Background: an optimization exercise with open tools, aiming at small area, a short achievable clock period and few clock cycles. Do not read the settings as production practice. Function was checked by simulation only, so behaviour that the tests miss may differ from the original. Power is estimated from default activity; no workload was simulated.

$ cat flow/run.sh
#!/bin/bash
# synth_recipe.tcl (not shown) runs the flow's synth.tcl, then flattens the netlist and writes it again
# the make line also repeats each setting of config.mk as NAME=value (left out here)
make -C /OpenROAD-flow-scripts/flow DESIGN_CONFIG=/design/flow/config.mk WORK_HOME=/design/flow/orfs CLKGATE_MAP_FILE= SYNTH_SCRIPT=/design/flow/synth_recipe.tcl finish
$ cat flow/design.v
module sdram_controller (
        input   clk,
        input   rst,
        output  sdram_cle,
        output  sdram_cs,
        output  sdram_cas,
        output  sdram_ras,
        output  sdram_we,
        output  sdram_dqm,
        output  [1:0]  sdram_ba,
        output  [12:0] sdram_a,
        input   [31:0] sdram_dqi,
        output  [31:0] sdram_dqo,
        input   [22:0] user_addr,
        input   rw,                  
        input   [31:0] data_in,
        output  [31:0] data_out,
        output  busy,
        input   in_valid,
        output  out_valid
    );
    localparam [9:0] REF_ST = 10'd380;
    localparam [2:0] C_NOP = 3'b111,
                     C_RD  = 3'b101;
    reg  [2:0]  cmd_q;
    reg  [12:0] a_q;
    reg  [1:0]  ba_q;
    reg         req_valid;
    reg         req_rw;
    reg  [1:0]  req_b;
    reg  [12:0] req_row;
    reg  [5:0]  req_col;
    reg  [31:0] req_data;
    reg         req_hit;         
    reg  [12:0] row0, row1, row2, row3;
    reg  [3:0]  open;
    reg  [2:0]  v0, v1, v2, v3;
    reg         act_last;        
    reg  [1:0]  rd_v;            
    reg  [9:0]  rcnt;            
    reg         rp;              
    reg  [1:0]  rdp;             
    assign sdram_cle = 1'b1;
    assign sdram_cs  = 1'b0;
    assign sdram_ras = cmd_q[2];
    assign sdram_cas = cmd_q[1];
    assign sdram_we  = cmd_q[0];
    assign sdram_dqm = 1'b0;
    assign sdram_ba  = ba_q;
    assign sdram_a   = a_q;
    assign sdram_dqo = req_data;
    assign out_valid = rdp[1];
    assign data_out  = sdram_dqi;
    wire col_q  = cmd_q[2] & ~cmd_q[1];
    wire busy_w = req_valid & ~col_q;
    assign busy = busy_w;
    wire acc = in_valid & ~busy_w;
    wire [1:0]  in_b   = user_addr[9:8];
    wire [12:0] in_row = user_addr[22:10];
    wire [5:0]  in_col = user_addr[7:2];
    wire [3:0] zero  = {v3 == 3'd0, v2 == 3'd0, v1 == 3'd0, v0 == 3'd0};
    wire [3:0] colok = {v3 <= 3'd2, v2 <= 3'd2, v1 <= 3'd2, v0 <= 3'd2};
    wire [3:0] rmatch = {row3 == in_row, row2 == in_row, row1 == in_row, row0 == in_row};
    wire [3:0] in_sel = 4'b0001 << in_b;
    wire in_open  = open[in_b];
    wire in_zero  = zero[in_b];
    wire in_colok = colok[in_b];
    wire in_hit   = |(in_sel & open & rmatch);
    wire rdv0 = (rd_v == 2'd0);
    wire rq_open  = open[req_b];
    wire rq_zero  = zero[req_b];
    wire rq_colok = colok[req_b];
    wire b_col = busy_w & req_hit & rq_colok & (~req_rw | rdv0);
    wire b_pre = busy_w & ~req_hit & rq_open & rq_zero;
    wire b_act = busy_w & ~rq_open & rq_zero & ~act_last;
    wire b_any = b_col | b_pre | b_act;
    wire pe    = busy_w & ~b_any & in_valid & (in_b != req_b);
    wire y_act = pe & ~in_open & in_zero & ~act_last;
    wire a_act = ~in_open & in_zero & ~act_last;
    wire do_act_x = ~rp & (acc ? a_act : b_act);
    wire do_act   = ~rp & (acc ? a_act : (b_act | y_act));
    wire any_open   = |open;
    wire all_zero   = &zero;
    wire pre_ok_all = &(zero | ~open);
    wire do_preall  = rp & any_open & pre_ok_all;
    wire do_ref     = rp & ~any_open & all_zero;
    wire        sel_in = acc | ~b_any;
    wire [1:0]  t_b   = sel_in ? in_b   : req_b;
    wire [12:0] t_row = sel_in ? in_row : req_row;
    wire [5:0]  x_col = acc ? in_col : req_col;
    wire        x_rw  = acc ? rw : req_rw;
    wire        xv    = acc | busy_w;
    wire [3:0] tsel  = 4'b0001 << t_b;
    wire [3:0] act_k = {4{do_act}} & tsel;
    wire [12:0] a_d = do_act ? t_row : {2'b00, do_preall, 4'b0000, x_col};
    function [2:0] vnext;
        input [2:0] v;
        input act, pre, wr, rf;
        reg [2:0] dec;
        begin
            dec = (v == 3'd0) ? 3'd0 : v - 3'd1;
            if (act)
                vnext = 3'd4;
            else if (pre)
                vnext = 3'd2;
            else if (rf)
                vnext = 3'd6;
            else if (wr && dec == 3'd0)
                vnext = 3'd1;
            else
                vnext = dec;
        end
    endfunction
    wire [2:0]  n_cmd   [0:1];
    wire [3:0]  n_open  [0:1];
    wire [11:0] n_v     [0:1];
    wire [1:0]  n_rdv   [0:1];
    wire        n_rqhit [0:1];
    genvar h;
    generate
        for (h = 0; h < 2; h = h + 1) begin : hx
            wire hit = (h == 1);
            wire y_pre = pe & in_open & in_zero & ~hit;
            wire a_col = hit & in_colok & (~rw | rdv0);
            wire a_pre = ~hit & in_open & in_zero;
            wire do_col = ~rp & (acc ? a_col : b_col);
            wire do_pre = ~rp & (acc ? a_pre : (b_pre | y_pre));
            wire [3:0] pre_k = ({4{do_pre}} & tsel) | {4{do_preall}};
            wire [3:0] wr_k  = {4{do_col & x_rw}} & tsel;
            assign n_cmd[h] = {~(do_act | do_pre | do_preall | do_ref),
                               ~(do_col | do_ref),
                               ~((do_col & x_rw) | do_pre | do_preall)};
            assign n_open[h] = (open | act_k) & ~pre_k;
            assign n_v[h] = {vnext(v3, act_k[3], pre_k[3], wr_k[3], do_ref),
                             vnext(v2, act_k[2], pre_k[2], wr_k[2], do_ref),
                             vnext(v1, act_k[1], pre_k[1], wr_k[1], do_ref),
                             vnext(v0, act_k[0], pre_k[0], wr_k[0], do_ref)};
            assign n_rdv[h] = (do_col & ~x_rw) ? 2'd2 : rdv0 ? 2'd0 : rd_v - 2'd1;
            assign n_rqhit[h] = ((acc ? hit : req_hit) & ~do_preall) | do_act_x;
        end
    endgenerate
    wire hs = in_hit;
    always @(posedge clk) begin
        if (rst) begin
            cmd_q <= C_NOP;
            req_valid <= 1'b0;
            open <= 4'd0;
            v0 <= 3'd0; v1 <= 3'd0; v2 <= 3'd0; v3 <= 3'd0;
            act_last <= 1'b0;
            rd_v <= 2'd0;
            rcnt <= 10'd1;
            rp <= 1'b0;
            rdp <= 2'd0;
        end else begin
            cmd_q <= n_cmd[hs];
            req_valid <= xv;
            open <= n_open[hs];
            {v3, v2, v1, v0} <= n_v[hs];
            act_last <= do_act;
            rd_v <= n_rdv[hs];
            rcnt <= do_ref ? 10'd1 : {rcnt[8:0], rcnt[9] ^ rcnt[6]};
            rp <= (rp & ~do_ref) | (rcnt == REF_ST);
            rdp <= {rdp[0], cmd_q == C_RD};
        end
        a_q <= a_d;
        ba_q <= t_b;
        req_hit <= n_rqhit[hs];
        if (acc) begin
            req_rw <= rw;
            req_b <= in_b;
            req_row <= in_row;
            req_col <= in_col;
            req_data <= data_in;
        end
        if (act_k[0]) row0 <= t_row;
        if (act_k[1]) row1 <= t_row;
        if (act_k[2]) row2 <= t_row;
        if (act_k[3]) row3 <= t_row;
    end
endmodule
$ cat flow/constraint.sdc
create_clock -name core_clock -period 5.0 [get_ports {clk}]
set_input_delay 1.0000 -clock core_clock [delete_from_list [all_inputs] [get_ports {clk}]]
set_output_delay 1.0000 -clock core_clock [all_outputs]
set_load 0.01 [all_outputs]
$ cat flow/config.mk
export PLATFORM = sky130hd
export DESIGN_NAME = sdram_controller
export DESIGN_NICKNAME = sdram_controller
export VERILOG_FILES = /design/flow/design.v
export SDC_FILE = /design/flow/constraint.sdc
export NUM_CORES = 4
export LEC_CHECK = 0
export CAP_MARGIN = 20
export CORE_MARGIN = 2
export CORE_UTILIZATION = 50
export SETUP_SLACK_MARGIN = 3.0
export SLEW_MARGIN = 20
==> results by group, run 1 <==
Outcome
  • Outcome: complete, no violations

Route
  • Routed Antenna Nets: 0
  • Routed wire per std cell: 19.35 um
  • Drt drc: 0
  • Pre-antenna DRT Iters: 5
  • Routed vias/inst: between 5 and 6
  • Detailed-route via count: 4390
  • DR iter-0 viols: 325
  • Drt total wl: approximately 16000 um

Worst setup path
  • Critical-path cell list: buf_6 -> buf_6 -> mux4_2 -> nor4b_4 -> nand4_1 -> nand2_4 -> buf_12 -> nand2_8 -> inv_8
  • Max stage delay cell, worst path: mux4_2
  • CP Max Fanout: 6
  • Critical Path Most Common Cell: buf_6
  • Crit-path leading delay family: simple AND/OR/NAND/NOR gates
  • CP Buf/Inv Count: 4
  • Crit path largest cell delay: 540 ps
  • CP endpoint kind: flop
  • Worst path required time: slightly above 5000 ps
  • Levels on crit path: 9
  • Worst setup path class: in -> reg
  • Crit path arrival time: around 2900 ps
  • Startpoint Class: primary input
  • Worst R2R Path Depth: 8

Cells and area
  • Final core utilization: 0.6746
  • Number of diodes: 0
  • Final cell count without fillers: 817
  • Filler cell count: 956
  • Share of cells above drive strength 1: 0.4025
  • Synth-to-Final Area Change: 32.27%
  • Final nets: between 700 and 800

STA
  • Final setup fails: 0
  • RSZ-0062 raised after global routing: yes
  • Max Clock Freq: 0.3657 GHz
  • Final WS setup: roughly 2300 ps
  • Final hold viol count: 0
  • Slew @ Worst Pin: slightly below 700 ps
  • Period minus WS final: ~2700 ps
  • TNS Setup: 0 ps
  • Layout Skew: between 4 and 5 ps
  • Relative slew slack: 0.5423
  • Part of the cycle the worst path needs: 0.5469
  • Max-slew violation count: 0

CTS
  • Worst skew pair latency: around 420 ps
  • Clock Sinks: approximately 160
  • Hold Buf Count CTS: 0
  • Root Buffer Master: clkbuf_16
  • CTS tree: done
  • Reg clk slew, reported paths: roughly 60 ps
  • Maximum clock path buffer count: 2
  • H-tree depth: 4
  • CTS Buf Count: 17

Synth
  • Synth warn: 1
  • Synth area leaders: edfxtp_1, dfxtp_1, xnor2_1
  • Post-synthesis cell type count: 48
  • Synth area leader: edfxtp_1
  • Top-area cell type share of the netlist area: 0.4419
  • Synthesized area: about 6700 sq um
  • EDFF count, synth: 99
  • Register bit total from synthesis: approximately 160
  • Register area share after synthesis: 0.6174
  • Most frequent cell after synthesis: edfxtp_1
  • Post-synth ARST share: 0
  • Avg Synthesized Cell Area: roughly 13 sq um
  • Commonest cells in the netlist: edfxtp_1, dfxtp_1, xnor2_1
  • Top FF cell, synth: edfxtp_1
  • Cells after Synth: between 500 and 600

Global route
  • Largest net degree at the start of global routing: 30
  • Vias in the first global route: around 4300
  • First-pass GRT wire length: between 20000 and 25000 um
  • Initial antenna violation count: 0
  • Grt ovf: 0
  • GRT Resource Usage Total: 0.2227

Power and ir drop
  • Pleak: 0.003455 uW
  • Total power divided by cell area: between 400 and 500 nW/um^2
  • Worst VDD drop: between 0.0003 and 0.0004 V

Floorplanning
  • Die Wd: 120.0 um
  • Ports: roughly 180
  • Cell Rows: 42
  • Die height: 120.0 um
  • Core area: roughly 13000 sq um
  • Die area: around 14000 sq um
  • Initial Utilization: 0.5101

Placed design
  • Place WS: ~1000 ps
  • Inst Count DP: around 730
  • DP HPWL: ~9900 um
  • RePlAce Congestion: about 0.8
  • Buffers on Ports: about 110

Hold path
  • Hold-critical path depth: 1
  • Worst min path class: reg -> reg

Flow run
  • Max Cap Viol: 0
-- final timing paths --
path	slack (ps)	endpoint	startpoint
min	450	rdp[1]$_SDFF_PP0_	rdp[0]$_SDFF_PP0_
min reg2reg	450	rdp[1]$_SDFF_PP0_	rdp[0]$_SDFF_PP0_
max reg2reg	2380	row3[3]$_DFFE_PP_	req_b[1]$_DFFE_PP_
max	2270	row2[6]$_DFFE_PP_	user_addr[8]
-- cell families (layout without fill, tap and decap cells) --
family                     Yosys count  after routing  synth area share
DFF                                158            158            0.6174
and+or+nand+nor                    105            107           0.08983
buffers and inverters               83            215           0.07179
AOI/OAI and AO/OA                   58             58           0.06324
xor gates and xnor gates            55             55           0.07160
muxes                               37             37           0.07011
adders and majority gates            8              8           0.01488
other                                2              3          0.001116
-- where the power goes --
group | internal, uW | total, uW | switching, uW
Combinational | 634 | 1300 | 666
Clock | 687 | 1180 | 494
Sequential | 1670 | 1780 | 109
-- placed cells by master (no fill, tap or decap), types with 10 or more instances in the layout --
cell	count
and2_1	11
and2_4	10
buf_2	48
buf_4	37
buf_6	13
clkbuf_16	18
clkdlybuf4s50_1	39
dfxtp_1	50
edfxtp_1	99
inv_1	16
mux2_2	11
mux2_4	17
nand2_1	11
nand4_1	14
o21ai_0	13
xnor2_1	48
-- metrics by stage --
stage | power, uW | hold WS, ps | cell area [sq um]
after detailed placement | 2806 | 425.8 | 7776
after global routing | 4439 | 471.9 | 8899
after global placement | 2783 | 428.1 | 7776
final | 4260 | 446.3 | 8899
after CTS | 4181 | 439.3 | 8671
after floorplan | 2470 | 413.8 | 7049
-- layout make-up --
type	instances	area, sq um	area share
sequential	158	4165	0.4681
tap	176	220.2	0.02475
clock inverter	9	60.06	0.006749
timing repair buffer	158	1259	0.1415
timing repair inverter	3	26.28	0.002953
inverter	22	126.4	0.01420
multi-input combinational	268	2555	0.2871
clock buffer	23	486.7	0.05470
-- layer usage --
metal	vias to the layer above	GRT usage	routed length [um]
li1	2027	-	-
met1	2113	0.2987	6823
met2	219	0.3434	7473
met3	31	0.05941	1186
met4	0	0.09265	323
met5	-	0	0
-- sequential cells by signal, indices dropped and copies added (netlist names), 4 cells and up --
name	count
a_q	13
open	4
rcnt	10
req_col	6
req_data	32
req_row	13
row0	13
row1	13
row2	13
row3	13
-- repair_timing --
item | 4_1_cts | 5_1_grt
gates resized for setup | 326 | 53
endpoints found under the setup margin | 288 | 224
gates cloned | 5 | 0
buffers inserted | 34 | 12
pin swaps | 27 | 18
Testbench counts, summed over its fixed seeds: cycles 76,097.
==> run 2: changes to the inputs <==
==> flow/flow/run.sh (new file) <==
#!/bin/bash
# The standard layout (the standard.sh, all ORFS steps unchanged), except that the
# buffers ORFS puts on every input and output port are sky130_fd_sc_hd__buf_1 cells.
set -euo pipefail
export BUFFER_PORTS_ARGS="-buffer_cell sky130_fd_sc_hd__buf_1"
bash standard.sh > standard.log 2>&1
==> flow/standard.sh (new file) <==
#!/bin/bash
# synth_recipe.tcl (not shown) runs the flow's synth.tcl, then flattens the netlist and writes it again
# the make line also repeats each setting of config.mk as NAME=value (left out here)
make -C /OpenROAD-flow-scripts/flow DESIGN_CONFIG=/design/flow/config.mk WORK_HOME=/design/flow/orfs CLKGATE_MAP_FILE= SYNTH_SCRIPT=/design/flow/synth_recipe.tcl "${@:-finish}"
--- a/flow/config.mk
+++ b/flow/config.mk
@@ -7,6 +7,8 @@
 export LEC_CHECK = 0
 export CAP_MARGIN = 20
 export CORE_MARGIN = 2
-export CORE_UTILIZATION = 50
-export SETUP_SLACK_MARGIN = 3.0
+export CORE_UTILIZATION = 60
+export CTS_BUF_LIST = sky130_fd_sc_hd__clkbuf_4 sky130_fd_sc_hd__clkbuf_8
+export CTS_CLUSTER_SIZE = 40
+export SETUP_SLACK_MARGIN = 2.2
 export SLEW_MARGIN = 20
removed: flow/run.sh
==> results by group, run 2 <==
Route
  • Routed Antenna Nets: 0
  • Drt drc: 0
  • Drt total wl: about 14000 um
  • Pre-antenna DRT Iters: 9
  • DR iter-0 viols: 306
  • Detailed-route via count: around 4200
  • Routed vias/inst: 5.644
  • Routed wire per std cell: 19.45 um

Floorplanning
  • Die area: around 12000 sq um
  • Cell Rows: 38
  • Die height: 109.9 um
  • Die Wd: 109.9 um
  • Ports: 178
  • Core area: about 11000 sq um
  • Initial Utilization: 0.6179

Cells and area
  • Sequential cell area: just over 4000 sq um
  • Max FFs per register: 32
  • Area taken by multi-input logic gates: approximately 2200 sq um
  • Most frequent cells in the layout: edfxtp_1, buf_1, dfxtp_1, xnor2_1, mux2_2
  • Reg with most FFs: req_data
  • Filler cell count: between 700 and 800
  • Synth-to-Final Area Change: 13.41%
  • Final nets: approximately 700
  • Share of cells above drive strength 1: 0.2020
  • Number of diodes: 0
  • Most common cell after layout, fill and taps aside: edfxtp_1

Global route
  • Vias in the first global route: slightly above 4000
  • GRT Resource Usage Total: 0.2404
  • Initial antenna violation count: 0
  • First-pass GRT wire length: approximately 21000 um
  • Grt ovf: 0
  • Largest net degree at the start of global routing: 35

Synth
  • Avg Synthesized Cell Area: between 10 and 15 sq um
  • Synth area leaders: edfxtp_1, dfxtp_1, xnor2_1
  • Top FF cell, synth: edfxtp_1
  • Commonest cells in the netlist: edfxtp_1, dfxtp_1, xnor2_1
  • Synth warn: 1
  • Most frequent cell after synthesis: edfxtp_1
  • Cells after Synth: between 500 and 600
  • Synthesized area: between 6000 and 7000 sq um
  • Post-synth ARST share: 0
  • Register bit total from synthesis: 158
  • Top-area cell type share of the netlist area: 0.4419
  • EDFF count, synth: slightly below 100
  • Register area share after synthesis: 0.6174
  • Post-synthesis cell type count: 48
  • Synth area leader: edfxtp_1

CTS
  • Root Buffer Master: clkbuf_8
  • Reg clk slew, reported paths: roughly 80 ps
  • Worst skew pair latency: roughly 450 ps
  • Hold Buf Count CTS: 0
  • Clock Sinks: approximately 160
  • H-tree depth: 4
  • CTS Buf Count: 17
  • CTS tree: done
  • Maximum clock path buffer count: 2

STA
  • Period minus WS final: between 2000 and 3000 ps
  • Max-slew violation count: 0
  • Slew @ Worst Pin: about 630 ps
  • RSZ-0062 raised after global routing: no
  • TNS Setup: 0 ps
  • Max Clock Freq: 0.3617 GHz
  • Final WS setup: around 2200 ps
  • Final hold viol count: 0
  • Part of the cycle the worst path needs: 0.5529
  • Layout Skew: approximately 7.3 ps
  • Relative slew slack: 0.5829
  • Final setup fails: 0

Worst setup path
  • Worst setup path class: in -> reg
  • CP Max Fanout: 6
  • Crit path arrival time: between 3000 and 4000 ps
  • CP endpoint kind: flop
  • Startpoint Class: primary input
  • Worst path required time: 5340 ps

Outcome
  • Outcome: complete, no violations

Power and ir drop
  • Power Total: 3695 uW
  • Worst VDD drop: slightly below 0.0003 V
  • Pleak: between 0.002 and 0.003 uW
  • Total power divided by cell area: between 400 and 500 nW/um^2

Placed design
  • DP HPWL: between 10000 and 15000 um
  • Place WS: between 1000 and 1500 ps
  • Buffers on Ports: 108
  • RePlAce Congestion: roughly 0.8

Flow run
  • Max Cap Viol: 0

Hold path
  • Worst min path class: reg -> reg
-- run 2: cell counts after synthesis --
No cell type changed its count.
-- run 2: final cells by class --
cell class | instances | share of cell area
clock buffer | 19 | 0.03345
timing repair buffer | 125 | 0.07527
timing repair inverter | 2 | 0.001968
tap | 140 | 0.02296
inverter | 22 | 0.01345
clock inverter | 11 | 0.01869
sequential | 158 | 0.5444
multi-input combinational | 267 | 0.2898
-- run 2: cell families (layout without fill, tap and decap cells) --
family          count (synthesis)  after routing  share of synthesized area
mux                            37             37                    0.07011
flops                         158            158                     0.6174
fa+ha+maj                       8              8                    0.01488
compound gates                 58             58                    0.06324
buf+inv                        83            179                    0.07179
other cells                     2              3                   0.001116
xor+xnor                       55             55                    0.07160
simple gates                  105            106                    0.08983
-- run 2: timing repair --
item / CTS / global route
buffers inserted: 4 / 10
gates resized for setup: 9 / 22
endpoints found under the hold margin: 0 / 0
pin swaps: 1 / 6
gates cloned: 3 / 0
setup endpoints to repair: 75 / 60
-- run 2: metrics by stage --
| stage | hold slack, ps | instances | area [sq um] | utilization |
|---|---|---|---|---|
| finish | 431.4 | 744 | 7630 | 0.7008 |
| global route | 450.9 | 744 | 7630 | 0.7008 |
| CTS | 435.8 | 734 | 7490 | 0.6879 |
| detailed placement | 423.1 | 697 | 7013 | 0.6441 |
| global placement | 430.5 | 697 | 7013 | 0.6441 |
| floorplan | 413.8 | 507 | 6817 | - |
-- run 2: worst max-delay path, cell delays in order --
cell and delay, ps:
clkbuf_2 150, xnor2_1 260, nand4_1 140, nor4_1 340
or4_1 370, o41ai_4 120, buf_4 180, and2_1 190
o311a_1 340
-- run 2: per-layer routing --
metal / vias up / GRT usage / share of wire
met5: - / 0 / 0
met4: 0 / 0.1184 / 0.031
met3: 35 / 0.07410 / 0.090
met2: 202 / 0.3738 / 0.47
met1: 2011 / 0.3055 / 0.41
li1: 1951 / - / -
-- run 2: final timing paths --
kind / startpoint / end / slack [ps] / cells after the start
setup reg to reg: v1[1]$_SDFF_PP0_ / v0[1]$_SDFF_PP0_ / 2320 / 10
hold reg to reg: rdp[0]$_SDFF_PP0_ / rdp[1]$_SDFF_PP0_ / 430 / 1
hold / removal: rdp[0]$_SDFF_PP0_ / rdp[1]$_SDFF_PP0_ / 430 / 1
setup / recovery: user_addr[13] / v0[1]$_SDFF_PP0_ / 2240 / 9
-- run 2: where the power goes --
part	switching, uW	internal, uW	total (uW)
clock	456	505	961
sequential	101	1660	1760
combinational	554	417	970
==> run 3: changes to the inputs <==
==> flow/flow/run.sh (replaced) <==
#!/bin/bash
# The standard layout (the standard.sh, all ORFS steps unchanged), except that the
# buffers ORFS puts on every input and output port are sky130_fd_sc_hd__buf_2 cells.
set -euo pipefail
export BUFFER_PORTS_ARGS="-buffer_cell sky130_fd_sc_hd__buf_2"
bash standard.sh > standard.log 2>&1
--- a/flow/config.mk
+++ b/flow/config.mk
@@ -10,5 +10,5 @@
 export CORE_UTILIZATION = 60
 export CTS_BUF_LIST = sky130_fd_sc_hd__clkbuf_4 sky130_fd_sc_hd__clkbuf_8
 export CTS_CLUSTER_SIZE = 40
-export SETUP_SLACK_MARGIN = 2.2
+export SETUP_SLACK_MARGIN = 2.5
 export SLEW_MARGIN = 20
==> results by group, run 3 <==
Route
  • Routed Antenna Nets: 0
  • Pre-antenna DRT Iters: 5
  • Top routing layer in use: met4
  • WL met1: 6475 um
  • Met3 Wirelength: between 1000 and 1500 um
  • Drt drc: 0
  • DR iter-0 viols: roughly 290
  • Routed wire per std cell: ~21 um
  • DR WL met2: between 7000 and 8000 um
  • Detailed-route via count: 4353
  • Routed vias/inst: between 5 and 6
  • Drt total wl: ~16000 um

Floorplanning
  • Initial Utilization: 0.6179
  • Cell Rows: 38
  • Core area: ~11000 sq um
  • Die height: between 100 and 150 um
  • Ports: 178
  • Die area: ~12000 sq um
  • Die Wd: around 110 um

STA
  • Max Clock Freq: 0.3931 GHz
  • Hold_ws: ~450 ps
  • Slew @ Worst Pin: roughly 600 ps
  • TNS Setup: 0 ps
  • Final hold viol count: 0
  • Part of the cycle the worst path needs: 0.5088
  • Layout Skew: around 13 ps
  • Period minus WS final: 2544 ps
  • Final setup fails: 0
  • Max-slew violation count: 0
  • Relative slew slack: 0.6008
  • RSZ-0062 raised after global routing: yes

Global route
  • Grt ovf: 0
  • First-pass GRT wire length: about 23000 um
  • Initial antenna violation count: 0
  • Largest net degree at the start of global routing: 33
  • Vias in the first global route: between 4000 and 5000
  • GRT Resource Usage Total: 0.2649

Cells and area
  • Synth-to-Final Area Change: 21.78%
  • Final Cell Area: about 8200 sq um
  • Reg with most FFs: req_data
  • Sequential cell area: between 4000 and 5000 sq um
  • Most common cell after layout, fill and taps aside: buf_2
  • Number of diodes: 0
  • Filler cell count: 704
  • Share of cells above drive strength 1: 0.4327
  • Final core utilization: 0.7525
  • Most frequent cells in the layout: buf_2, edfxtp_1, xnor2_1, dfxtp_1, buf_4
  • Final nets: ~710
  • Max FFs per register: 32
  • Area taken by multi-input logic gates: 2390 sq um

Synth
  • Post-synthesis cell type count: 48
  • Commonest cells in the netlist: edfxtp_1, dfxtp_1, xnor2_1
  • Top-area cell type share of the netlist area: 0.4419
  • Synth area leaders: edfxtp_1, dfxtp_1, xnor2_1
  • Top FF cell, synth: edfxtp_1
  • Synthesized area: around 6700 sq um
  • Register area share after synthesis: 0.6174
  • Synth warn: 1
  • Register bit total from synthesis: approximately 160
  • Cells after Synth: roughly 500
  • Post-synth ARST share: 0
  • Avg Synthesized Cell Area: between 10 and 15 sq um
  • Synth area leader: edfxtp_1
  • Most frequent cell after synthesis: edfxtp_1
  • EDFF count, synth: 99

Placed design
  • Buffers on Ports: 108
  • Dpl cell area: 7166 sq um
  • DP HPWL: ~10000 um
  • RePlAce Congestion: a little under 0.9

CTS
  • CTS tree: done
  • Hold Buf Count CTS: 0
  • Reg clk slew, reported paths: about 90 ps
  • H-tree depth: 4
  • Maximum clock path buffer count: 2
  • CTS Buf Count: 17
  • Clock Sinks: approximately 160
  • Root Buffer Master: clkbuf_8
  • Worst skew pair latency: 460 ps

Outcome
  • Outcome: complete, no violations

Worst setup path
  • CP Max Fanout: 5
  • Startpoint Class: flop
  • Crit path arrival time: 2880 ps
  • Worst setup path class: reg -> reg
  • Worst path required time: approximately 5300 ps
  • CP endpoint kind: flop

Power and ir drop
  • Pleak: around 0.0032 uW
  • Worst VDD drop: between 0.0002 and 0.0003 V
  • Total power divided by cell area: 480.8 nW/um^2

Flow run
  • Max Cap Viol: 0

Hold path
  • Worst min path class: reg -> reg
run 3: cell counts after synthesis:
Identical to the previous run, type by type.
run 3: what timing repair did:
action / CTS / global route
gates resized for setup: 46 / 37
setup endpoints to repair: 134 / 109
setup buffers: 19 / 12
pin swaps: 21 / 12
gates cloned: 3 / 2
run 3: layout make-up:
type	count	area share
clock buffer	17	0.02856
clock inverter	14	0.01955
inverter	22	0.01374
multi-input combinational	267	0.2917
sequential	158	0.5084
tap	140	0.02138
timing repair buffer	142	0.1109
timing repair inverter	4	0.005803
run 3: per-layer routing:
layer | up-vias | GRT usage
li1 | 1996 | -
met1 | 2098 | 0.3372
met2 | 201 | 0.4167
met3 | 58 | 0.07113
met4 | 0 | 0.1356
met5 | - | 0
run 3: per-stage QoR:
step           instances  power, uW  worst slack, ps
3_3_place_gp         697       2657             1596
5_1_grt              764       4095             2376
3_5_place_dp         697       2688             1574
2_1_floorplan        507       2446             2164
4_1_cts              750       3789             2502
6_report             764       3939             2456
run 3: path summary, 6_finish.rpt:
path,startpoint,end,slack [ps],cells after the start
worst max-delay path,req_b[1]$_DFFE_PP_,v3[1]$_SDFF_PP0_,2460,7
worst min-delay path,rdp[0]$_SDFF_PP0_,rdp[1]$_SDFF_PP0_,450,1
worst max register to register,req_b[1]$_DFFE_PP_,v3[1]$_SDFF_PP0_,2460,7
worst min register to register,rdp[0]$_SDFF_PP0_,rdp[1]$_SDFF_PP0_,450,1
run 3: worst max-delay path, stage by stage, from the launching register on:
cell and delay [ps]:
edfxtp_1 450, mux2i_2 290, mux2_4 340, a211o_4 370, and2_4 200, a32o_2 270
and2_4 160, o311a_1 350
run 3: kinds of logic after synthesis:
kind of cell	count (synthesis)	share of synthesized area
buffers and inverters	83	0.07179
DFF	158	0.6174
other	2	0.001116
adders and majority gates	8	0.01488
xor gates and xnor gates	55	0.07160
AOI/OAI and AO/OA	58	0.06324
muxes	37	0.07011
and+or+nand+nor	105	0.08983
run 3: power breakdown:
group	switching [uW]	internal [uW]	total, uW
Sequential	111	1670	1780
Combinational	628	586	1210
Clock	497	451	948
Total	1240	2700	3940
==> run 4: changes to the inputs <==
--- a/flow/config.mk
+++ b/flow/config.mk
@@ -10,5 +10,5 @@
 export CORE_UTILIZATION = 60
 export CTS_BUF_LIST = sky130_fd_sc_hd__clkbuf_4 sky130_fd_sc_hd__clkbuf_8
 export CTS_CLUSTER_SIZE = 40
-export SETUP_SLACK_MARGIN = 2.5
+export SETUP_SLACK_MARGIN = 2.0
 export SLEW_MARGIN = 20
==> results by group, run 4 <==
Placed design
  • DP HPWL: 9708 um
  • Buffers on Ports: about 110
  • Dpl cell area: between 7000 and 8000 sq um
  • RePlAce Congestion: approximately 0.83

Route
  • Routed wire per std cell: roughly 19 um
  • Drt drc: 0
  • Detailed-route via count: 4143
  • Pre-antenna DRT Iters: 5
  • DR iter-0 viols: roughly 250
  • Routed vias/inst: 5.621
  • Drt total wl: 13880 um
  • Routed Antenna Nets: 0

Global route
  • Largest net degree at the start of global routing: 60
  • GRT Resource Usage Total: 0.2391
  • Initial antenna violation count: 0
  • Grt ovf: 0
  • First-pass GRT wire length: approximately 21000 um
  • Vias in the first global route: approximately 4200

Worst setup path
  • Worst R2R Path Depth: 8
  • Startpoint Class: flop
  • Worst path required time: between 5000 and 6000 ps
  • CP endpoint kind: flop
  • CP Max Fanout: 13
  • Crit path arrival time: a little over 3000 ps
  • Worst setup path class: reg -> reg

Synth
  • Adder-cell share of the synthesized area: 0.01488
  • Post-synth ARST share: 0
  • Cells after Synth: around 510
  • Post-synthesis cell type count: between 40 and 50
  • Top FF cell, synth: edfxtp_1
  • Synth area leader: edfxtp_1
  • EDFF count, synth: roughly 100
  • Avg Synthesized Cell Area: about 13 sq um
  • Synth area leaders: edfxtp_1, dfxtp_1, xnor2_1
  • Commonest cells in the netlist: edfxtp_1, dfxtp_1, xnor2_1
  • Top-area cell type share of the netlist area: 0.4419
  • Main combinational cell family by area after synthesis: simple AND/OR/NAND/NOR gates
  • Post-Synth XOR/XNOR Area: 0.07160
  • Register area share after synthesis: 0.6174
  • Most frequent cell after synthesis: edfxtp_1
  • Synth warn: 1
  • Synthesized area: 6728 sq um
  • Synth Area in Compound Gates: 0.06323
  • Register bit total from synthesis: ~160
  • Post-synthesis simple-gate area fraction: 0.08983
  • Post-synthesis mux area share: 0.07011

STA
  • Max Clock Freq: 0.3439 GHz
  • Relative slew slack: 0.6155
  • RSZ-0062 raised after global routing: no
  • Period minus WS final: just under 3000 ps
  • Final hold viol count: 0
  • Layout Skew: between 10 and 15 ps
  • Slew @ Worst Pin: 576.7 ps
  • TNS Setup: 0 ps
  • Max-slew violation count: 0
  • Part of the cycle the worst path needs: 0.5816
  • Final setup fails: 0

Floorplanning
  • Initial Utilization: 0.6179
  • Core area: around 11000 sq um
  • Die height: ~110 um
  • Die Wd: 109.9 um
  • Ports: roughly 180
  • Cell Rows: 38
  • Die area: about 12000 sq um

Cells and area
  • Sequential cell area: between 4000 and 5000 sq um
  • Final nets: slightly below 700
  • Area taken by multi-input logic gates: around 2100 sq um
  • Most common cell after layout, fill and taps aside: buf_2
  • Number of diodes: 0
  • Synth-to-Final Area Change: 13.02%
  • Final Cell Area: 7604 sq um
  • Most frequent cells in the layout: buf_2, edfxtp_1, dfxtp_1, xnor2_1, mux2_2
  • Filler cell count: between 800 and 900
  • Share of cells above drive strength 1: 0.3283
  • Reg with most FFs: req_data
  • Max FFs per register: 32

Power and ir drop
  • Pleak: 0.002931 uW
  • Total power divided by cell area: about 480 nW/um^2
  • Worst VDD drop: about 0.00026 V

CTS
  • CTS tree: done
  • Root Buffer Master: clkbuf_8
  • CTS Buf Count: 17
  • Worst skew pair latency: 440 ps
  • Clock Sinks: ~160
  • H-tree depth: 4
  • Maximum clock path buffer count: 2
  • Hold Buf Count CTS: 0
  • Reg clk slew, reported paths: roughly 80 ps

Hold path
  • Worst min path class: reg -> reg
  • Hold-critical path depth: 1

Outcome
  • Outcome: complete, no violations

Flow run
  • Max Cap Viol: 0
[run 4: metal layers]
metal | track usage | up-vias | routed length [um]
li1 | - | 1930 | -
met3 | 0.06758 | 26 | 1137
met1 | 0.3117 | 1991 | 5978
met5 | 0 | - | 0
met4 | 0.09222 | 0 | 240
met2 | 0.3804 | 196 | 6523
[run 4: per-stage QoR]
step	hold slack, ps	std cells	total power, uW	util	worst slack, ps
after CTS	458.8	730	3631	0.6925	2022
after global routing	471.2	737	3819	0.6983	1995
after global placement	427.2	695	2607	0.6500	1144
final	453.3	737	3640	0.6983	2092
after detailed placement	433.2	695	2636	0.6500	1149
after floorplan	413.8	507	2395	-	2023
[run 4: path summary, 6_finish.rpt]
kind                           start                 end  slack, ps
setup reg to reg  req_b[0]$_DFFE_PP_   row0[8]$_DFFE_PP_       2090
hold / removal    rcnt[5]$_SDFF_PP0_  rcnt[6]$_SDFF_PP0_        450
setup / recovery  req_b[0]$_DFFE_PP_   row0[8]$_DFFE_PP_       2090
hold reg to reg   rcnt[5]$_SDFF_PP0_  rcnt[6]$_SDFF_PP0_        450
[run 4: cell families after synthesis]
kind of cell / count (synthesis)
buffers and inverters: 83
xor gates and xnor gates: 55
and+or+nand+nor: 105
other: 2
muxes: 37
DFF: 158
AOI/OAI and AO/OA: 58
adders and majority gates: 8
[run 4: layout make-up]
cell class,count,share of cell area
repair buffers,118,0.08310
inverters,22,0.01284
well taps,140,0.02304
multi-input cells,267,0.2797
clock inverters,10,0.01843
flip-flops and latches,158,0.5463
clock buffers,22,0.03653
[run 4: report_power, final]
group | leakage [uW] | switching, uW | internal (uW)
sequential | 0.00141 | 97.7 | 1660
clock | 0.000209 | 451 | 530
combinational | 0.00131 | 507 | 391
total | 0.00293 | 1060 | 2580
[run 4: what timing repair did]
| action | CTS | global route |
|---|---|---|
| buffers inserted | 3 | 6 |
| setup endpoints to repair | 52 | 53 |
| gates cloned | 0 | 1 |
| gates resized for setup | 3 | 3 |
| pin swaps | 0 | 1 |
[run 4: worst max-delay path: stages (launching register included)]
cell and delay [ps]:
edfxtp_1 540, inv_2 190, mux4_2 530, nand4_1 280, o21ai_0 230, a32o_1 350, nand2_1 220, clkinvlp_4 160
buf_12 170
==> run 5: changes to the inputs <==
--- a/flow/config.mk
+++ b/flow/config.mk
@@ -10,5 +10,5 @@
 export CORE_UTILIZATION = 60
 export CTS_BUF_LIST = sky130_fd_sc_hd__clkbuf_4 sky130_fd_sc_hd__clkbuf_8
 export CTS_CLUSTER_SIZE = 40
-export SETUP_SLACK_MARGIN = 2.0
+export SETUP_SLACK_MARGIN = 2.2
 export SLEW_MARGIN = 20
==> results by group, run 5 <==
Outcome
  • Outcome: complete, no violations

Floorplanning
  • Die area: about 12000 sq um
  • Ports: between 150 and 200
  • Initial Utilization: 0.6179
  • Core area: approximately 11000 sq um
  • Cell Rows: 38
  • Die height: ~110 um
  • Die Wd: 109.9 um

STA
  • Final setup fails: 0
  • Part of the cycle the worst path needs: 0.5439
  • Final WS setup: ~2300 ps
  • Slew @ Worst Pin: between 500 and 600 ps
  • Final hold viol count: 0
  • TNS Setup: 0 ps
  • Layout Skew: between 6 and 7 ps
  • Max-slew violation count: 0
  • Period minus WS final: approximately 2700 ps
  • Max Clock Freq: 0.3677 GHz
  • Relative slew slack: 0.6163
  • RSZ-0062 raised after global routing: no

Placed design
  • DP HPWL: between 10000 and 15000 um
  • Buffers on Ports: around 110
  • Place WS: approximately 1100 ps
  • Inst Count DP: between 600 and 700
  • RePlAce Congestion: ~0.80

Route
  • Drt total wl: 14100 um
  • Routed vias/inst: 5.644
  • Routed wire per std cell: 19.03 um
  • Drt drc: 0
  • DR iter-0 viols: 260
  • Routed Antenna Nets: 0
  • Pre-antenna DRT Iters: 5
  • Detailed-route via count: between 4000 and 5000

Cells and area
  • Area taken by multi-input logic gates: about 2200 sq um
  • Most frequent cells in the layout: buf_2, edfxtp_1, dfxtp_1, xnor2_1, mux2_2
  • Synth-to-Final Area Change: 13.54%
  • Final core utilization: 0.7016
  • Number of diodes: 0
  • Sequential cell area: between 4000 and 5000 sq um
  • Share of cells above drive strength 1: 0.3544
  • Reg with most FFs: req_data
  • Filler cell count: between 700 and 800
  • Most common cell after layout, fill and taps aside: buf_2
  • Final cell count without fillers: approximately 740
  • Final nets: 687
  • Max FFs per register: 32

Power and ir drop
  • Total power divided by cell area: about 470 nW/um^2
  • Pleak: a little under 0.003 uW
  • Power Total: 3569 uW
  • Worst VDD drop: between 0.0002 and 0.0003 V

Synth
  • Top FF cell, synth: edfxtp_1
  • Register bit total from synthesis: approximately 160
  • Commonest cells in the netlist: edfxtp_1, dfxtp_1, xnor2_1
  • Synthesized area: between 6000 and 7000 sq um
  • Avg Synthesized Cell Area: 13.30 sq um
  • Top-area cell type share of the netlist area: 0.4419
  • Post-synth ARST share: 0
  • Post-synthesis cell type count: 48
  • Synth warn: 1
  • Most frequent cell after synthesis: edfxtp_1
  • EDFF count, synth: 99
  • Cells after Synth: between 500 and 600
  • Synth area leader: edfxtp_1
  • Synth area leaders: edfxtp_1, dfxtp_1, xnor2_1
  • Register area share after synthesis: 0.6174

Flow run
  • Max Cap Viol: 0

Worst setup path
  • Worst setup path class: in -> reg
  • CP endpoint kind: flop
  • Worst path required time: roughly 5400 ps
  • Worst reg2reg setup slack: between 2000 and 2500 ps
  • Crit path arrival time: 3120 ps
  • Startpoint Class: primary input
  • CP Max Fanout: 10

CTS
  • Reg clk slew, reported paths: 80 ps
  • Root Buffer Master: clkbuf_8
  • H-tree depth: 4
  • Worst skew pair latency: roughly 450 ps
  • CTS Buf Count: 17
  • Hold Buf Count CTS: 0
  • CTS tree: done
  • Maximum clock path buffer count: 2
  • Clock Sinks: ~160

Global route
  • Vias in the first global route: between 3000 and 4000
  • Grt ovf: 0
  • GRT Resource Usage Total: 0.2354
  • First-pass GRT wire length: just over 20000 um
  • Initial antenna violation count: 0
  • Largest net degree at the start of global routing: 36

Hold path
  • Worst min path class: reg -> reg
-- run 5: cell counts after synthesis --
No cell type changed its count.
-- run 5: cells by family (layout without fill, tap and decap cells) --
group | Yosys count | after routing | synth area share
flops | 158 | 158 | 0.6174
compound gates | 58 | 58 | 0.06324
fa+ha+maj | 8 | 8 | 0.01488
other cells | 2 | 3 | 0.001116
buf+inv | 83 | 176 | 0.07179
xor+xnor | 55 | 55 | 0.07160
mux | 37 | 37 | 0.07011
simple gates | 105 | 106 | 0.08983
-- run 5: cell type report --
cell class,instances,area share
Sequential cell,158,0.5438
Timing Repair inverter,2,0.001310
Timing Repair Buffer,120,0.08337
Inverter,22,0.01409
Clock inverter,14,0.01474
Clock buffer,18,0.03161
Tap cell,140,0.02293
Multi-Input combinational cell,267,0.2881
-- run 5: through the flow --
stage          cell area (sq um)  hold WS [ps]
3_5_place_dp                7141         438.1
5_1_grt                     7639         466.1
4_1_cts                     7555         459.7
2_1_floorplan               6817         413.8
3_3_place_gp                7141         423.3
6_report                    7639         451.7
-- run 5: routing by layer --
metal | part of all wire | track usage | up-vias
met5 | 0 | 0 | -
met2 | 0.47 | 0.3620 | 222
met4 | 0.028 | 0.1067 | 0
met3 | 0.093 | 0.07172 | 32
met1 | 0.41 | 0.3076 | 1992
li1 | - | - | 1936
-- run 5: report_power, final --
| part | internal (uW) | total, uW | switching, uW |
|---|---|---|---|
| combinational | 426 | 966 | 540 |
| clock | 358 | 843 | 485 |
| sequential | 1660 | 1760 | 97.5 |
-- run 5: final timing paths --
kind,endpoint,depth (start not counted),start
max,v0[1]$_SDFF_PP0_,9,user_addr[8]
min,rdp[1]$_SDFF_PP0_,1,rdp[0]$_SDFF_PP0_
max reg2reg,v1[1]$_SDFF_PP0_,9,v2[0]$_SDFF_PP0_
min reg2reg,rdp[1]$_SDFF_PP0_,1,rdp[0]$_SDFF_PP0_
-- run 5: critical path: stages --
cell      delay [ps]
clkbuf_4         180
nor2b_1          170
nand3_1          130
nor4_1            70
or4_1            680
o41ai_4          320
buf_4            190
and2_1           180
o311a_1          180
-- run 5: timing repair --
item,CTS,global route
setup endpoints to repair,75,73
gates cloned,1,2
pin swaps,1,6
buffers inserted,6,4
gates resized for setup,2,16
==> run 6: changes to the inputs <==
--- a/flow/config.mk
+++ b/flow/config.mk
@@ -10,5 +10,6 @@
 export CORE_UTILIZATION = 60
 export CTS_BUF_LIST = sky130_fd_sc_hd__clkbuf_4 sky130_fd_sc_hd__clkbuf_8
 export CTS_CLUSTER_SIZE = 40
+export PLACE_DENSITY = 0.75
 export SETUP_SLACK_MARGIN = 2.2
 export SLEW_MARGIN = 20
==> results by group, run 6 <==
Worst setup path
  • Worst path required time: 5340 ps
  • Crit path arrival time: around 3100 ps
  • CP Max Fanout: 11
  • CP endpoint kind: flop
  • Startpoint Class: flop
  • Worst R2R Path Depth: 9
  • Worst setup path class: reg -> reg

Route
  • Drt drc: 0
  • DR iter-0 viols: 396
  • Routed Antenna Nets: 0
  • Drt total wl: 14910 um
  • Routed vias/inst: around 5.6
  • Pre-antenna DRT Iters: 7
  • Detailed-route via count: 4201
  • Routed wire per std cell: about 20 um

STA
  • Max-slew violation count: 0
  • Slew @ Worst Pin: 572.8 ps
  • Relative slew slack: 0.6176
  • Layout Skew: 9.667 ps
  • Max Clock Freq: between 0.3 and 0.4 GHz
  • TNS Setup: 0 ps
  • Period minus WS final: ~2800 ps
  • Final setup fails: 0
  • Final hold viol count: 0
  • Part of the cycle the worst path needs: 0.5571
  • RSZ-0062 raised after global routing: yes

Floorplanning
  • Cell Rows: 38
  • Die height: 109.9 um
  • Initial Utilization: 0.6179
  • Core area: 10890 sq um
  • Ports: roughly 180
  • Die Wd: approximately 110 um
  • Die area: ~12000 sq um

Cells and area
  • Final Cell Area: slightly below 8000 sq um
  • Synth-to-Final Area Change: 14.95%
  • Reg with most FFs: req_data
  • Final cell count without fillers: approximately 750
  • Area taken by multi-input logic gates: approximately 2200 sq um
  • Max FFs per register: 32
  • Final nets: just under 700
  • Number of diodes: 0
  • Sequential cell area: approximately 4200 sq um
  • Filler cell count: 743
  • Most frequent cells in the layout: buf_2, edfxtp_1, dfxtp_1, xnor2_1, mux2_2
  • Share of cells above drive strength 1: 0.3570
  • Most common cell after layout, fill and taps aside: buf_2

CTS
  • Clock Sinks: between 150 and 200
  • H-tree depth: 4
  • Maximum clock path buffer count: 2
  • Reg clk slew, reported paths: roughly 80 ps
  • CTS tree: done
  • Worst skew pair latency: around 450 ps
  • Root Buffer Master: clkbuf_8
  • CTS Buf Count: 17

Placed design
  • Inst Count DP: between 600 and 700
  • Dpl cell area: between 7000 and 8000 sq um
  • DP HPWL: 10380 um
  • Buffers on Ports: 108
  • RePlAce Congestion: 0.9045

Synth
  • Cells after Synth: about 510
  • Post-synthesis cell type count: 48
  • Synth area leader: edfxtp_1
  • Top FF cell, synth: edfxtp_1
  • Top-area cell type share of the netlist area: 0.4419
  • Most frequent cell after synthesis: edfxtp_1
  • Avg Synthesized Cell Area: roughly 13 sq um
  • Synth area leaders: edfxtp_1, dfxtp_1, xnor2_1
  • Register bit total from synthesis: 158
  • Register area share after synthesis: 0.6174
  • Synthesized area: 6728 sq um
  • EDFF count, synth: 99
  • Synth warn: 1
  • Post-synth ARST share: 0
  • Commonest cells in the netlist: edfxtp_1, dfxtp_1, xnor2_1

Hold path
  • Hold-critical path depth: 1
  • Worst min path class: reg -> reg

Global route
  • GRT Resource Usage Total: 0.2542
  • Initial antenna violation count: 0
  • Largest net degree at the start of global routing: 31
  • First-pass GRT wire length: roughly 22000 um
  • Grt ovf: 0
  • Vias in the first global route: 4230

Power and ir drop
  • Power Total: between 3000 and 4000 uW
  • Worst VDD drop: about 0.00027 V
  • Pleak: 0.003000 uW
  • Total power divided by cell area: 483.9 nW/um^2

Outcome
  • Outcome: complete, no violations

Flow run
  • Max Cap Viol: 0
run 6: layer usage:
metal  routed length [um]  part of all wire  track usage  vias up
met4                  341             0.023       0.1049        0
met2                 7446              0.50       0.4334      187
met1                 5952              0.40       0.2967     2031
met3                 1170             0.078      0.07943       33
li1                     -                 -            -     1950
met5                    0                 0            0        -
run 6: final cells by class:
class                           count  area share
Multi-Input combinational cell    267      0.2849
Clock buffer                       19     0.03300
Clock inverter                     13     0.02087
Sequential cell                   158      0.5371
Timing Repair inverter              1   0.0009707
Tap cell                          140     0.02265
Inverter                           22     0.01359
Timing Repair Buffer              125     0.08688
run 6: kinds of logic (layout without fill, tap and decap cells):
| logic type | after synthesis | after routing | share of synthesized area |
|---|---|---|---|
| other cells | 2 | 3 | 0.001116 |
| compound gates | 58 | 58 | 0.06324 |
| simple gates | 105 | 106 | 0.08983 |
| xor+xnor | 55 | 55 | 0.07160 |
| buf+inv | 83 | 180 | 0.07179 |
| mux | 37 | 37 | 0.07011 |
| flops | 158 | 158 | 0.6174 |
| fa+ha+maj | 8 | 8 | 0.01488 |
run 6: critical path: stages (launching register included):
cell and delay, ps:
dfxtp_1 340, nor2_1 170, ha_2 260, mux4_2 260
nand3_2 140, a211o_1 380, and2_4 250, a32o_2 310
and2_1 200, o311a_1 360
run 6: final timing paths:
check | startpoint | slack (ps) | to
setup / recovery | v1[1]$_SDFF_PP0_ | 2210 | v1[1]$_SDFF_PP0_
hold / removal | rdp[0]$_SDFF_PP0_ | 440 | rdp[1]$_SDFF_PP0_
setup reg to reg | v1[1]$_SDFF_PP0_ | 2210 | v1[1]$_SDFF_PP0_
hold reg to reg | rdp[0]$_SDFF_PP0_ | 440 | rdp[1]$_SDFF_PP0_
run 6: power by group:
group | switching, uW | leakage, uW | internal, uW | total [uW]
Sequential | 102 | 0.00141 | 1660 | 1770
Combinational | 555 | 0.00138 | 431 | 986
Clock | 477 | 0.000204 | 514 | 991
Total | 1130 | 0.00300 | 2610 | 3740
run 6: timing repair:
item                                   4_1_cts  5_1_grt
pin swaps                                    1        4
endpoints found under the hold margin        0        0
buffers inserted                             6        9
hold buffers                                 0        0
cloned                                       2        0
setup endpoints to repair                   75       61
resized for setup                            5       10
run 6: stage by stage:
step / utilization / worst slack, ps / hold WS (ps)
global route: 0.7103 / 2110 / 467.9
floorplan: - / 2164 / 413.8
finish: 0.7103 / 2215 / 442.2
CTS: 0.7012 / 2215 / 452.3
detailed placement: 0.6558 / 1104 / 433.5
global placement: 0.6558 / 1165 / 417.7
==> run 7: changes to the inputs <==
--- a/flow/config.mk
+++ b/flow/config.mk
@@ -10,6 +10,6 @@
 export CORE_UTILIZATION = 60
 export CTS_BUF_LIST = sky130_fd_sc_hd__clkbuf_4 sky130_fd_sc_hd__clkbuf_8
 export CTS_CLUSTER_SIZE = 40
-export PLACE_DENSITY = 0.75
+export GPL_TIMING_DRIVEN = 0
 export SETUP_SLACK_MARGIN = 2.2
 export SLEW_MARGIN = 20
==> results by group, run 7 <==
Worst setup path
  • Reg-to-reg startpoint: v3[1]$_SDFF_PP0_
  • Crit path largest cell delay: 480 ps
  • Levels on crit path: 9
  • Worst R2R Path Depth: 9
  • CP Buf/Inv Count: 2
  • Max stage delay cell, worst path: mux4_2
  • Worst path required time: 5190 ps
  • Crit path arrival time: between 2000 and 3000 ps
  • Startpoint Class: flop
  • CP endpoint kind: flop
  • CP Max Fanout: 10
  • CP Launch Point: v3[1]$_SDFF_PP0_
  • Worst setup path class: reg -> reg
  • Crit-path leading delay family: multiplexers
  • Critical-path cell list: nor2_2 -> ha_2 -> mux4_2 -> nand3_1 -> a211o_1 -> and2_4 -> buf_6 -> clkbuf_4 -> mux2_2

CTS
  • Root Buffer Master: clkbuf_8
  • Reg clk slew, reported paths: about 80 ps
  • Hold Buf Count CTS: 0
  • CTS tree: done
  • Clock Sinks: 158
  • CTS Buf Count: 17
  • Worst skew pair latency: about 460 ps
  • Maximum clock path buffer count: 2
  • H-tree depth: 4

Placed design
  • DP HPWL: 11020 um
  • RePlAce Congestion: ~0.85
  • Place WS: around 1600 ps
  • Dpl cell area: about 7700 sq um
  • Buffers on Ports: between 100 and 150

Cells and area
  • Share of cells above drive strength 1: 0.4369
  • Most frequent cells in the layout: buf_2, edfxtp_1, dfxtp_1, xnor2_1, buf_4
  • Most common cell after layout, fill and taps aside: buf_2
  • Final nets: 775
  • Number of diodes: 0
  • Max FFs per register: 32
  • Synth-to-Final Area Change: 22.58%
  • Final Cell Area: 8247 sq um
  • Reg with most FFs: req_data

STA
  • Final setup fails: 0
  • Period minus WS final: roughly 2700 ps
  • Final WS setup: around 2300 ps
  • Part of the cycle the worst path needs: 0.5458
  • Slew @ Worst Pin: roughly 720 ps
  • Max Clock Freq: between 0.3 and 0.4 GHz
  • Hold_ws: roughly 450 ps
  • RSZ-0062 raised after global routing: yes
  • Layout Skew: 13.05 ps
  • Relative slew slack: 0.5215
  • Final hold viol count: 0
  • TNS Setup: 0 ps
  • Max-slew violation count: 0

Flow run
  • Max Cap Viol: 0

Power and ir drop
  • Sw Ratio: 0.3020
  • Total power divided by cell area: between 400 and 500 nW/um^2
  • Worst VDD drop: roughly 0.00028 V
  • Net Switching: between 1000 and 1500 uW
  • Combinational share of power: 0.273
  • Seq pwr share: 0.464
  • Pleak: about 0.0034 uW
  • Int Power: roughly 2700 uW
  • Clock power frac: 0.263

Route
  • Routed wire per std cell: around 18 um
  • Routed vias/inst: between 5 and 6
  • Drt total wl: 15220 um
  • Pre-antenna DRT Iters: 6
  • Detailed-route via count: approximately 4500
  • Drt drc: 0
  • Routed Antenna Nets: 0
  • DR iter-0 viols: about 280

Synth
  • Post-synthesis cell type count: 48
  • Synth Area in Compound Gates: 0.06323
  • Post-synthesis mux area share: 0.07011
  • Main combinational cell family by area after synthesis: simple AND/OR/NAND/NOR gates
  • Post-synth ARST share: 0
  • Adder-cell share of the synthesized area: 0.01488
  • Synthesized area: a little under 7000 sq um
  • Post-Synth XOR/XNOR Area: 0.07160
  • Register area share after synthesis: 0.6174
  • Avg Synthesized Cell Area: roughly 13 sq um
  • Synth area leaders: edfxtp_1, dfxtp_1, xnor2_1
  • Most frequent cell after synthesis: edfxtp_1
  • Post-synthesis simple-gate area fraction: 0.08983
  • Cells after Synth: 506
  • Synth warn: 1
  • Top-area cell type share of the netlist area: 0.4419
  • Synth area leader: edfxtp_1
  • Top FF cell, synth: edfxtp_1
  • Commonest cells in the netlist: edfxtp_1, dfxtp_1, xnor2_1
  • Register bit total from synthesis: 158
  • EDFF count, synth: between 90 and 100

Global route
  • Initial antenna violation count: 0
  • Vias in the first global route: between 4000 and 5000
  • Largest net degree at the start of global routing: 57
  • First-pass GRT wire length: around 23000 um
  • GRT Resource Usage Total: 0.2560
  • Grt ovf: 0

Floorplanning
  • Core area: about 11000 sq um
  • Die height: 109.9 um
  • Initial Utilization: 0.6179
  • Ports: 178
  • Cell Rows: 38
  • Die Wd: around 110 um
  • Die area: between 10000 and 15000 sq um

Hold path
  • Hold-critical path depth: 1
  • Worst min path class: reg -> reg
  • Hold Startpoint: rdp[0]$_SDFF_PP0_

Outcome
  • Outcome: complete, no violations
## run 7: cell counts after synthesis
Identical to the previous run, type by type.
## run 7: worst paths after layout
kind | end | slack, ps
worst min-delay path | rdp[1]$_SDFF_PP0_ | 450
worst min register to register | rdp[1]$_SDFF_PP0_ | 450
worst max-delay path | row1[7]$_DFFE_PP_ | 2270
worst max register to register | row1[7]$_DFFE_PP_ | 2270
## run 7: through the flow
step                      std cells  utilization  power, uW
final                           829       0.7574       3804
after global routing            829       0.7574       3970
after CTS                       823       0.7490       3763
after detailed placement        787       0.7065       2756
after global placement          787       0.7065       2718
after floorplan                 507            -       2439
## run 7: cell type report
type,instances,area [sq um]
Inverter,22,107.6
Sequential cell,158,4156
Clock buffer,20,262.8
Timing Repair Buffer,149,768.2
Multi-Input combinational cell,266,2185
Timing Repair inverter,1,7.507
Clock inverter,12,160.2
Tap cell,140,175.2
Fill cell,731,2641
Buffer,61,424.2
## run 7: cell families after synthesis
| logic type | count (synthesis) |
|---|---|
| other | 2 |
| flip-flops | 158 |
| buffers and inverters | 83 |
| multiplexers | 37 |
| adder cells (fa/ha/maj) | 8 |
| AND/OR/NAND/NOR | 105 |
| XOR/XNOR | 55 |
| AO/OA/AOI/OAI | 58 |
## run 7: repair_timing
action | 4_1_cts | 5_1_grt
gates resized for setup | 3 | 20
pin swaps | 1 | 7
gates cloned | 1 | 0
buffers inserted | 3 | 6
setup endpoints to repair | 53 | 102
## run 7: worst reg2reg max path, cell delays in order (launching register included)
cell and delay, ps:
dfxtp_1 380, nor2_2 70, ha_2 210, mux4_2 480
nand3_1 190, a211o_1 170, and2_4 170, buf_6 160
clkbuf_4 230, mux2_2 410
## run 7: power by group through the flow
stage          clock [uW]  sequential, uW  combinational [uW]
6_report             1000            1770                1040
5_1_grt              1060            1790                1120
3_5_place_dp            0            1790                 965
2_1_floorplan           0            1820                 624
4_1_cts              1010            1760                 990
3_3_place_gp            0            1780                 940
## run 7: layer usage
metal / GRT usage / vias up / share of wire
met5: 0 / - / 0
met4: 0.08318 / 0 / 0.018
met3: 0.06046 / 27 / 0.094
met2: 0.4233 / 238 / 0.49
met1: 0.3337 / 2165 / 0.40
li1: - / 2119 / -
==> run 8: changes to the inputs <==
--- a/flow/config.mk
+++ b/flow/config.mk
@@ -7,9 +7,8 @@
 export LEC_CHECK = 0
 export CAP_MARGIN = 20
 export CORE_MARGIN = 2
-export CORE_UTILIZATION = 60
+export CORE_UTILIZATION = 65
 export CTS_BUF_LIST = sky130_fd_sc_hd__clkbuf_4 sky130_fd_sc_hd__clkbuf_8
 export CTS_CLUSTER_SIZE = 40
-export GPL_TIMING_DRIVEN = 0
 export SETUP_SLACK_MARGIN = 2.2
 export SLEW_MARGIN = 20
==> results by group, run 8 <==
CTS
  • H-tree depth: 4
  • Reg clk slew, reported paths: ~80 ps
  • Root Buffer Master: clkbuf_8
  • Worst skew pair latency: ~450 ps
  • Hold Buf Count CTS: 0
  • CTS Buf Count: 17
  • Clock Sinks: approximately 160
  • Maximum clock path buffer count: 2
  • CTS tree: done

Floorplanning
  • Core area: 10180 sq um
  • Initial Utilization: 0.6606
  • Die height: approximately 110 um
  • Cell Rows: 37
  • Ports: roughly 180
  • Die area: around 11000 sq um
  • Die Wd: around 110 um

Cells and area
  • Most common cell after layout, fill and taps aside: buf_2
  • Sequential cell area: 4154 sq um
  • Most frequent cells in the layout: buf_2, edfxtp_1, dfxtp_1, xnor2_1, mux2_2
  • Synth-to-Final Area Change: 14.51%
  • Number of diodes: 0
  • Filler cell count: around 700
  • Final core utilization: 0.7564
  • Reg with most FFs: req_data
  • Area taken by multi-input logic gates: between 2000 and 2500 sq um
  • Share of cells above drive strength 1: 0.3624
  • Max FFs per register: 32
  • Final Cell Area: approximately 7700 sq um
  • Final nets: 693

Synth
  • Synth area leaders: edfxtp_1, dfxtp_1, xnor2_1
  • Most frequent cell after synthesis: edfxtp_1
  • Post-synth ARST share: 0
  • Synth warn: 1
  • Avg Synthesized Cell Area: between 10 and 15 sq um
  • Register area share after synthesis: 0.6174
  • Post-synthesis cell type count: 48
  • Top-area cell type share of the netlist area: 0.4419
  • Top FF cell, synth: edfxtp_1
  • EDFF count, synth: 99
  • Register bit total from synthesis: between 150 and 200
  • Synthesized area: a little under 7000 sq um
  • Synth area leader: edfxtp_1
  • Commonest cells in the netlist: edfxtp_1, dfxtp_1, xnor2_1
  • Cells after Synth: 506

Worst setup path
  • CP endpoint kind: flop
  • Worst setup path class: in -> reg
  • Crit path largest cell delay: between 500 and 600 ps
  • Reg-to-reg startpoint: req_b[1]$_DFFE_PP_
  • CP Max Fanout: 12
  • Startpoint Class: primary input
  • CP Launch Point: user_addr[8]
  • Critical-path cell list: clkbuf_4 -> mux4_2 -> nor4b_4 -> nand4_1 -> nand2_1 -> buf_6 -> nand2_4 -> clkinvlp_4
  • Worst path required time: between 5000 and 6000 ps
  • Worst reg2reg setup slack: 2260 ps
  • Worst R2R Path Depth: 7
  • Crit path arrival time: approximately 3000 ps
  • Reg-to-reg endpoint: v2[1]$_SDFF_PP0_
  • Max stage delay cell, worst path: mux4_2
  • CP endpoint: row0[1]$_DFFE_PP_

Route
  • Drt drc: 0
  • DR iter-0 viols: 292
  • Detailed-route via count: approximately 4300
  • Routed vias/inst: 5.721
  • Drt total wl: 13980 um
  • Routed wire per std cell: about 19 um
  • Pre-antenna DRT Iters: 5
  • Routed Antenna Nets: 0

Global route
  • First-pass GRT wire length: 21220 um
  • Vias in the first global route: roughly 4100
  • Largest net degree at the start of global routing: 33
  • Initial antenna violation count: 0
  • Grt ovf: 0
  • GRT Resource Usage Total: 0.2533

Placed design
  • RePlAce Congestion: just under 0.9
  • DP HPWL: 9516 um
  • Dpl cell area: between 7000 and 8000 sq um
  • Buffers on Ports: roughly 110

Power and ir drop
  • Pleak: ~0.0030 uW
  • Power Total: 3645 uW
  • Worst VDD drop: 0.0003228 V
  • Total power divided by cell area: approximately 470 nW/um^2

STA
  • Layout Skew: 8.145 ps
  • Max-slew violation count: 0
  • Final setup fails: 0
  • Final hold viol count: 0
  • RSZ-0062 raised after global routing: no
  • Slew @ Worst Pin: roughly 600 ps
  • Relative slew slack: 0.6018
  • Period minus WS final: around 2800 ps
  • Max Clock Freq: roughly 0.36 GHz
  • Part of the cycle the worst path needs: 0.5596
  • TNS Setup: 0 ps

Hold path
  • Worst min path class: reg -> reg
  • Hold Startpoint: rdp[0]$_SDFF_PP0_

Flow run
  • Max Cap Viol: 0

Outcome
  • Outcome: complete, no violations
[run 8: cell types whose count changed in the layout (fill, tap and decap cells not counted), sizes merged]
cell    change
and2        +2
buf        -80
bufinv      -2
clkbuf      -3
inv         +1
[run 8: metrics by stage]
stage	hold WS [ps]	setup WS, ps	instances
after floorplan	413.8	2164	507
after global placement	427.3	1610	693
after detailed placement	433.4	1554	693
after CTS	457.0	2204	728
after global routing	467.5	2135	743
final	453.3	2202	743
[run 8: cell type report]
cell class	instances	area share
clock buffers	22	0.03687
clock inverters	10	0.01121
inverters	22	0.01332
multi-input cells	268	0.2878
flip-flops and latches	158	0.5392
well taps	136	0.02209
repair buffers	125	0.08754
repair inverters	2	0.001949
[run 8: cells by family after synthesis]
group,share of synthesized area
flip-flops,0.6174
AND/OR/NAND/NOR,0.08983
buffers and inverters,0.07179
AO/OA/AOI/OAI,0.06324
XOR/XNOR,0.07160
multiplexers,0.07011
adder cells (fa/ha/maj),0.01488
other,0.001116
[run 8: power breakdown]
group / internal, uW / switching [uW]
clock: 435 / 450
sequential: 1660 / 103
combinational: 438 / 557
total: 2540 / 1110
[run 8: how the worst min path moves through the flow]
| stage | slack (ps) | depth (start not counted) | end |
|---|---|---|---|
| 3_3_place_gp | 430 | 1 | rdp[1]$_SDFF_PP0_ |
| 5_1_grt | 470 | 1 | rdp[1]$_SDFF_PP0_ |
| 3_5_place_dp | 430 | 1 | rcnt[5]$_SDFF_PP0_ |
| 4_1_cts | 460 | 1 | rdp[1]$_SDFF_PP0_ |
| 6_report | 450 | 1 | rdp[1]$_SDFF_PP0_ |
| 2_1_floorplan | 410 | 1 | rdp[1]$_SDFF_PP0_ |
[run 8: worst max-delay path: cells and delay by family]
kind	cells	cell delay (ps)
and+or+nand+nor	4	790
buffers and inverters	3	590
muxes	1	560
[run 8: routing by layer]
| metal | routed length (um) | vias to the layer above | track usage |
|---|---|---|---|
| li1 | - | 1956 | - |
| met1 | 5806 | 2025 | 0.3335 |
| met2 | 6522 | 245 | 0.3885 |
| met3 | 1360 | 25 | 0.09400 |
| met4 | 291 | 0 | 0.09117 |
| met5 | 0 | - | 0 |
[run 8: repair_timing]
action | CTS | global route
setup endpoints to repair | 28 | 67
resized for setup | 5 | 11
gates cloned | 3 | 1
setup buffers | 0 | 14
pin swaps | 0 | 4
hold endpoints to repair | 0 | 0

-- static timing again, ports no longer ideal --
Ports are ideal in the flow. The routed layouts listed here were re-timed in OpenROAD.
Step 1 (the two cells are an assumption about what drives the block):
set clk [get_ports {clk}]
set_driving_cell -lib_cell sky130_fd_sc_hd__clkbuf_16 $clk
set_driving_cell -lib_cell sky130_fd_sc_hd__buf_2 [delete_from_list [all_inputs] $clk]
Step 2 moves the port delays by t, midway between the first and last clock arrival at a register: inputs arrive t later, outputs are due t later. That takes back most of the time a late clock gives input paths.
Three values: ideal ports, drivers, drivers and shift; two values: the first two.
| run | t (ns) | setup slack, ns | worst setup path at the end | clock arrival spread, ns | pins driven straight from the clock port |
|---|---|---|---|---|---|
| run 1 | 0.461 | 2.265 / 2.270 / 1.809 | input to register | 0.006 / 0.007 | 1 |
| run 2 | 0.484 | 2.236 / 2.243 / 1.758 | input to register | 0.007 / 0.007 | 1 |
| run 3 | 0.487 | 2.456 / 2.456 / 1.970 | input to register | 0.015 / 0.016 | 1 |
| run 4 | 0.474 | 2.092 / 2.092 / 1.666 | input to register | 0.013 / 0.013 | 1 |
| run 5 | 0.485 | 2.281 / 2.293 / 1.808 | input to register | 0.006 / 0.007 | 1 |
| run 6 | 0.484 | 2.215 / 2.215 / 1.767 | input to register | 0.010 / 0.010 | 1 |
| run 7 | 0.482 | 2.271 / 2.271 / 1.812 | input to register | 0.013 / 0.013 | 1 |
| run 8 | 0.473 | 2.202 / 2.208 / 1.734 | input to register | 0.010 / 0.009 | 1 |
After both steps every run listed still meets setup and hold. The setup slack of run 3, which loses most, moves by 0.000 ns with the drivers and by -0.486 ns with both steps.
